Source: an optimization exercise on an open RTL-to-GDS flow (aim: small area and a short achievable clock period). Production flows keep margins and buffers that such runs may drop. At most, simulation tests tie the RTL to the original design; equivalence was not proved. No driver is modelled on the clock port, so clocking that relies on it looks cheaper here than on a real chip.

// addmuladd_3_stage_signed_18_bit_xor_reduction
module addmuladd_3_stage_signed_18_bit_xor_reduction(
	input signed [17:0] a,
	input signed [17:0] b,
	input signed [17:0] c,
	input signed [17:0] d,
	output [17:0] out,
	input clk);
export LEC_CHECK = 0
export ABC_AREA = 0
export CAP_MARGIN = 20
export CORE_MARGIN = 2
export CORE_UTILIZATION = 40
export SLEW_MARGIN = 20
create_clock -name core_clock -period 10.0 [get_ports {clk}]
standard.sh (not shown) runs the stock make flow with config.mk's settings and CLKGATE_MAP_FILE= SYNTH_SCRIPT=/design/flow/synth_recipe.tcl, a recipe that flattens the netlist after the stock synthesis.
==> flow/flow/run.sh <==
#!/bin/bash
# The standard layout, with two changes:
#  - after the standard synthesis, inverters around full-adder cells are removed by
#    flipping the polarity of full adders (invopt.py; registers are not touched);
#  - timing repair aims at a larger setup margin than the design's clock needs.
set -euo pipefail
MARGIN=7.0
R=$PWD/orfs/results/sky130hd/addmuladd_3_stage_signed_18_bit_xor_reduction/base
bash standard.sh $R/1_2_yosys.v > synth.log 2>&1
cp $R/1_2_yosys.v $R/1_2_yosys_std.v
python3 flow/invopt.py $R/1_2_yosys_std.v $R/1_2_yosys.v > invopt.log 2>&1
bash standard.sh SETUP_SLACK_MARGIN=$MARGIN finish > layout.log 2>&1
Other scripts of this flow, unchanged in this note and not shown: flow/flow/invopt.py
The starting point went through all stages and came out clean.
Next try:
- ABC_AREA: 0 -> 1
After rerunning:
- The new run finished clean
- flip-flop and latch count stays the same
- die area rose by 8.4%
- synthesized cell count went up by 34%
- wire length went up by 16%
- final area rises by 14%
- clock-buffer cell count drops by 1
- worst setup slack improves by 0.75 ns
No functional check of the RTL was part of any run of this note.

Another version of the RTL of addmuladd_3_stage_signed_18_bit_xor_reduction (not shown whole).
Size: roughly 1600 cells after synthesis, about 91 I/O pins, roughly 14000 um^2 of cells after synthesis.
export LEC_CHECK = 0
export ABC_AREA = 1
export CAP_MARGIN = 20
export CORE_MARGIN = 2
export CORE_UTILIZATION = 40
export CTS_BUF_LIST = sky130_fd_sc_hd__clkbuf_4 sky130_fd_sc_hd__clkbuf_8
export SLEW_MARGIN = 20
create_clock -name core_clock -period 10.0 [get_ports {clk}]
==> flow/flow/run.sh <==
#!/bin/bash
# The standard layout (standard.sh), with these changes:
#  - after the standard synthesis, inverters around full-adder cells are removed by
#    flipping the polarity of full adders (invopt.py); registers are not touched;
#  - ports are buffered with buf_1 cells (the resizer upsizes them where timing needs it);
#  - timing repair aims at a larger setup margin than the design's clock needs, so
#    the layout is optimised for the period it achieves.
set -euo pipefail
MARGIN=6.5
R=$PWD/orfs/results/sky130hd/addmuladd_3_stage_signed_18_bit_xor_reduction/base
bash standard.sh $R/1_2_yosys.v > synth.log 2>&1
cp $R/1_2_yosys.v $R/1_2_yosys_std.v
python3 flow/invopt.py $R/1_2_yosys_std.v $R/1_2_yosys.v > invopt.log 2>&1
bash standard.sh SETUP_SLACK_MARGIN=$MARGIN "BUFFER_PORTS_ARGS=-buffer_cell sky130_fd_sc_hd__buf_1" finish > layout.log 2>&1
Other scripts of this flow, unchanged in this note and not shown: flow/flow/invopt.py
==> next run, changes <==
--- a/flow/flow/run.sh
+++ b/flow/flow/run.sh
@@ -7,5 +7,5 @@
 #    the layout is optimised for the period it achieves.
 set -euo pipefail
-MARGIN=6.5
+MARGIN=6.8
 R=$PWD/orfs/results/sky130hd/addmuladd_3_stage_signed_18_bit_xor_reduction/base
 bash standard.sh $R/1_2_yosys.v > synth.log 2>&1
After rerunning: Maximum frequency grows by 4.5%; via count grows by 0.60%; setup slack is better by 0.15 ns; utilization grows by 1.8 points; wire length grows by 2.0%; final cell count grows by 0.63%.

## run P
Another version of the RTL of addmuladd_3_stage_signed_18_bit_xor_reduction (not shown whole).
Size: ~1400 cells after synthesis, ~91 I/O pins.
export LEC_CHECK = 0
export ABC_AREA = 1
export CAP_MARGIN = 20
export CORE_MARGIN = 2
export CORE_UTILIZATION = 40
export CTS_BUF_LIST = sky130_fd_sc_hd__clkbuf_4 sky130_fd_sc_hd__clkbuf_8
export SLEW_MARGIN = 20
create_clock -name core_clock -period 10.0 [get_ports {clk}]
==> flow/flow/run.sh <==
#!/bin/bash
# The standard layout (standard.sh), with these changes:
#  - after the standard synthesis, inverters around full-adder cells are removed by
#    flipping the polarity of full adders (invopt2.py); registers are not touched;
#  - ports are buffered with buf_1 cells (the resizer upsizes them where timing needs it);
#  - timing repair aims at a larger setup margin than the design's clock needs, so
#    the layout is optimised for the period it achieves.
set -euo pipefail
MARGIN=6.9
R=$PWD/orfs/results/sky130hd/addmuladd_3_stage_signed_18_bit_xor_reduction/base
bash standard.sh $R/1_2_yosys.v > synth.log 2>&1
cp $R/1_2_yosys.v $R/1_2_yosys_std.v
python3 flow/invopt2.py $R/1_2_yosys_std.v $R/1_2_yosys.v > invopt.log 2>&1
bash standard.sh SETUP_SLACK_MARGIN=$MARGIN "BUFFER_PORTS_ARGS=-buffer_cell sky130_fd_sc_hd__buf_1" finish > layout.log 2>&1
Other scripts of this flow, unchanged in this note and not shown: flow/flow/invopt2.py
diff inputs: run P => run M
diff --git a/flow/flow/run.sh b/flow/flow/run.sh
--- a/flow/flow/run.sh
+++ b/flow/flow/run.sh
@@ -9 +9 @@
-MARGIN=6.9
+MARGIN=6.8
--- outcome ---
- There was hardly any difference in number of clock buffers in the layout between run M and run P.
- Re average wire per standard cell: run P was lower than run M.
- Share of final layout cell area taken by clock buffers and inverters: run P vs run M — no meaningful difference
- The non-clock buffer count of run M exceeds that of run P by 3.0%.
No run of this note included a check of the RTL's function; only the layout flow was run.

P:
Another version of the RTL of addmuladd_3_stage_signed_18_bit_xor_reduction (not shown whole).
Size in the first run: about 13000 um2 of cells after synthesis.
clock: 10.0 ns
lec_check: 0
abc_area: 1
cap_margin: 20
core_margin: 2
core_utilization: 40
cts_buf_list: sky130_fd_sc_hd__clkbuf_4 sky130_fd_sc_hd__clkbuf_8
slew_margin: 20
==> flow/flow/run.sh <==
#!/bin/bash
# The standard layout (standard.sh), with these changes:
#  - after the standard synthesis, inverters around full-adder cells are removed by
#    flipping the polarity of full adders (invopt2.py); registers are not touched;
#  - ports are buffered with buf_1 cells (the resizer upsizes them where timing needs it);
#  - timing repair aims at a larger setup margin than the design's clock needs, so
#    the layout is optimised for the period it achieves.
set -euo pipefail
MARGIN=7.0
R=$PWD/orfs/results/sky130hd/addmuladd_3_stage_signed_18_bit_xor_reduction/base
bash standard.sh $R/1_2_yosys.v > synth.log 2>&1
cp $R/1_2_yosys.v $R/1_2_yosys_std.v
python3 flow/invopt2.py $R/1_2_yosys_std.v $R/1_2_yosys.v > invopt.log 2>&1
bash standard.sh SETUP_SLACK_MARGIN=$MARGIN "BUFFER_PORTS_ARGS=-buffer_cell sky130_fd_sc_hd__buf_1" finish > layout.log 2>&1
Other scripts of this flow, unchanged in this note and not shown: flow/flow/invopt2.py
Input changes introduced in Q (baseline for comparison: P):
-- flow/flow/run.sh --
<<< P, line 7
#    the layout is optimised for the period it achieves.
set -euo pipefail
MARGIN=7.0
R=$PWD/orfs/results/sky130hd/addmuladd_3_stage_signed_18_bit_xor_reduction/base
bash standard.sh $R/1_2_yosys.v > synth.log 2>&1
>>> Q, line 7
#    the layout is optimised for the period it achieves.
set -euo pipefail
MARGIN=6.6
R=$PWD/orfs/results/sky130hd/addmuladd_3_stage_signed_18_bit_xor_reduction/base
bash standard.sh $R/1_2_yosys.v > synth.log 2>&1
## What came out
- Q vs P — data required time of the critical path dropped 0.02 ns.
- For Q, the slowest library cell on the worst path was sky130_fd_sc_hd__dfxtp_1, unlike P, where it was sky130_fd_sc_hd__fa_1.
- Taking P as the reference, in Q ratio of routed vias to standard cells went down about 0.4%, worst path buffer plus inverter count went down 1.
The inputs of R differ from those of Q as listed below.
-- flow/flow/run.sh --
<<< Q, line 7
#    the layout is optimised for the period it achieves.
set -euo pipefail
MARGIN=6.6
R=$PWD/orfs/results/sky130hd/addmuladd_3_stage_signed_18_bit_xor_reduction/base
bash standard.sh $R/1_2_yosys.v > synth.log 2>&1
>>> R, line 7
#    the layout is optimised for the period it achieves.
set -euo pipefail
MARGIN=6.8
R=$PWD/orfs/results/sky130hd/addmuladd_3_stage_signed_18_bit_xor_reduction/base
bash standard.sh $R/1_2_yosys.v > synth.log 2>&1
Between R and Q, the transition time at the pin with the least slew margin is lower for R.
The capturing element of the worst setup path comes out q_r[75]$_DFF_P_ in one run and q_r[17]$_DFF_P_ in the other, namely in Q and R respectively.
Area of all placed cells without fillers went up slightly going from Q to R.
Setup changes, R to S
-- flow/flow/run.sh --
<<< R, line 12
cp $R/1_2_yosys.v $R/1_2_yosys_std.v
python3 flow/invopt2.py $R/1_2_yosys_std.v $R/1_2_yosys.v > invopt.log 2>&1
bash standard.sh SETUP_SLACK_MARGIN=$MARGIN "BUFFER_PORTS_ARGS=-buffer_cell sky130_fd_sc_hd__buf_1" finish > layout.log 2>&1
>>> S, line 12
cp $R/1_2_yosys.v $R/1_2_yosys_std.v
python3 flow/invopt2.py $R/1_2_yosys_std.v $R/1_2_yosys.v > invopt.log 2>&1
bash standard.sh PRE_CTS_TCL=$PWD/flow/pre_cts.tcl SETUP_SLACK_MARGIN=$MARGIN "BUFFER_PORTS_ARGS=-buffer_cell sky130_fd_sc_hd__buf_1" finish > layout.log 2>&1
==> flow/flow/pre_cts.tcl (new file) <==
set_max_fanout 10 [current_design]
repair_design
[summary]
Taking R as 1.0, S lands at 1.14 on routed wire length. Compared S vs R, and clock-pin slew on the worst setup and hold paths is down in S. Going from R to S, hold slack saw a decrease, number of fill cells saw a decrease. From R to S the numbers moved as follows: final area saw an increase, clock period minus worst slack saw an increase.

afterwards: timing with drivers on the ports:
In the flow no input, the clock included, has a driving cell. The finished layouts below were timed again as built, in two steps.
Step 1 assumes that a clkbuf_16 drives the clock port and a buf_2 every other input.
Step 2 adds t to the input delays and takes it off the output delays; t is the mean of the earliest and latest rising clock arrival at the registers after step 1. Input paths then give back, and output paths get back, about the clock's delay inside the block.
Slacks: no drivers / after step 1 / after step 2; pairs: no drivers / after step 1.
| run | t (ns) | setup WS [ns] | hold WS [ns] | worst register clock-pin slew, ns |
|---|---|---|---|---|
| the first run of note 1 | 0.480 | 5.890 / 5.908 / 5.428 | 0.452 / 0.452 / 0.452 | 0.07 / 0.07 |
| the second run of note 1 | 0.487 | 6.642 / 6.642 / 6.232 | 0.466 / 0.466 / 0.466 | 0.08 / 0.08 |
| the first run of note 2 | 0.493 | 6.591 / 6.591 / 6.200 | 0.482 / 0.482 / 0.482 | 0.10 / 0.10 |
| the second run of note 2 | 0.514 | 6.736 / 6.697 / 6.308 | 0.463 / 0.463 / 0.463 | 0.11 / 0.11 |
| run P | 0.514 | 6.901 / 6.857 / 6.416 | 0.458 / 0.458 / 0.458 | 0.11 / 0.11 |
| run M | 0.518 | 6.853 / 6.858 / 6.361 | 0.468 / 0.468 / 0.468 | 0.11 / 0.11 |
| P | 0.506 | 6.818 / 6.818 / 6.374 | 0.469 / 0.469 / 0.469 | 0.11 / 0.11 |
| Q | 0.506 | 6.661 / 6.661 / 6.279 | 0.461 / 0.461 / 0.461 | 0.10 / 0.10 |
| R | 0.510 | 6.830 / 6.830 / 6.352 | 0.479 / 0.479 / 0.479 | 0.11 / 0.11 |
| S | 0.614 | 6.796 / 6.796 / 6.290 | 0.455 / 0.455 / 0.455 | 0.08 / 0.08 |
After both steps every run listed still meets setup and hold. For S, which loses most, drivers alone change the setup slack by 0.000 ns; drivers and shift together by -0.506 ns.
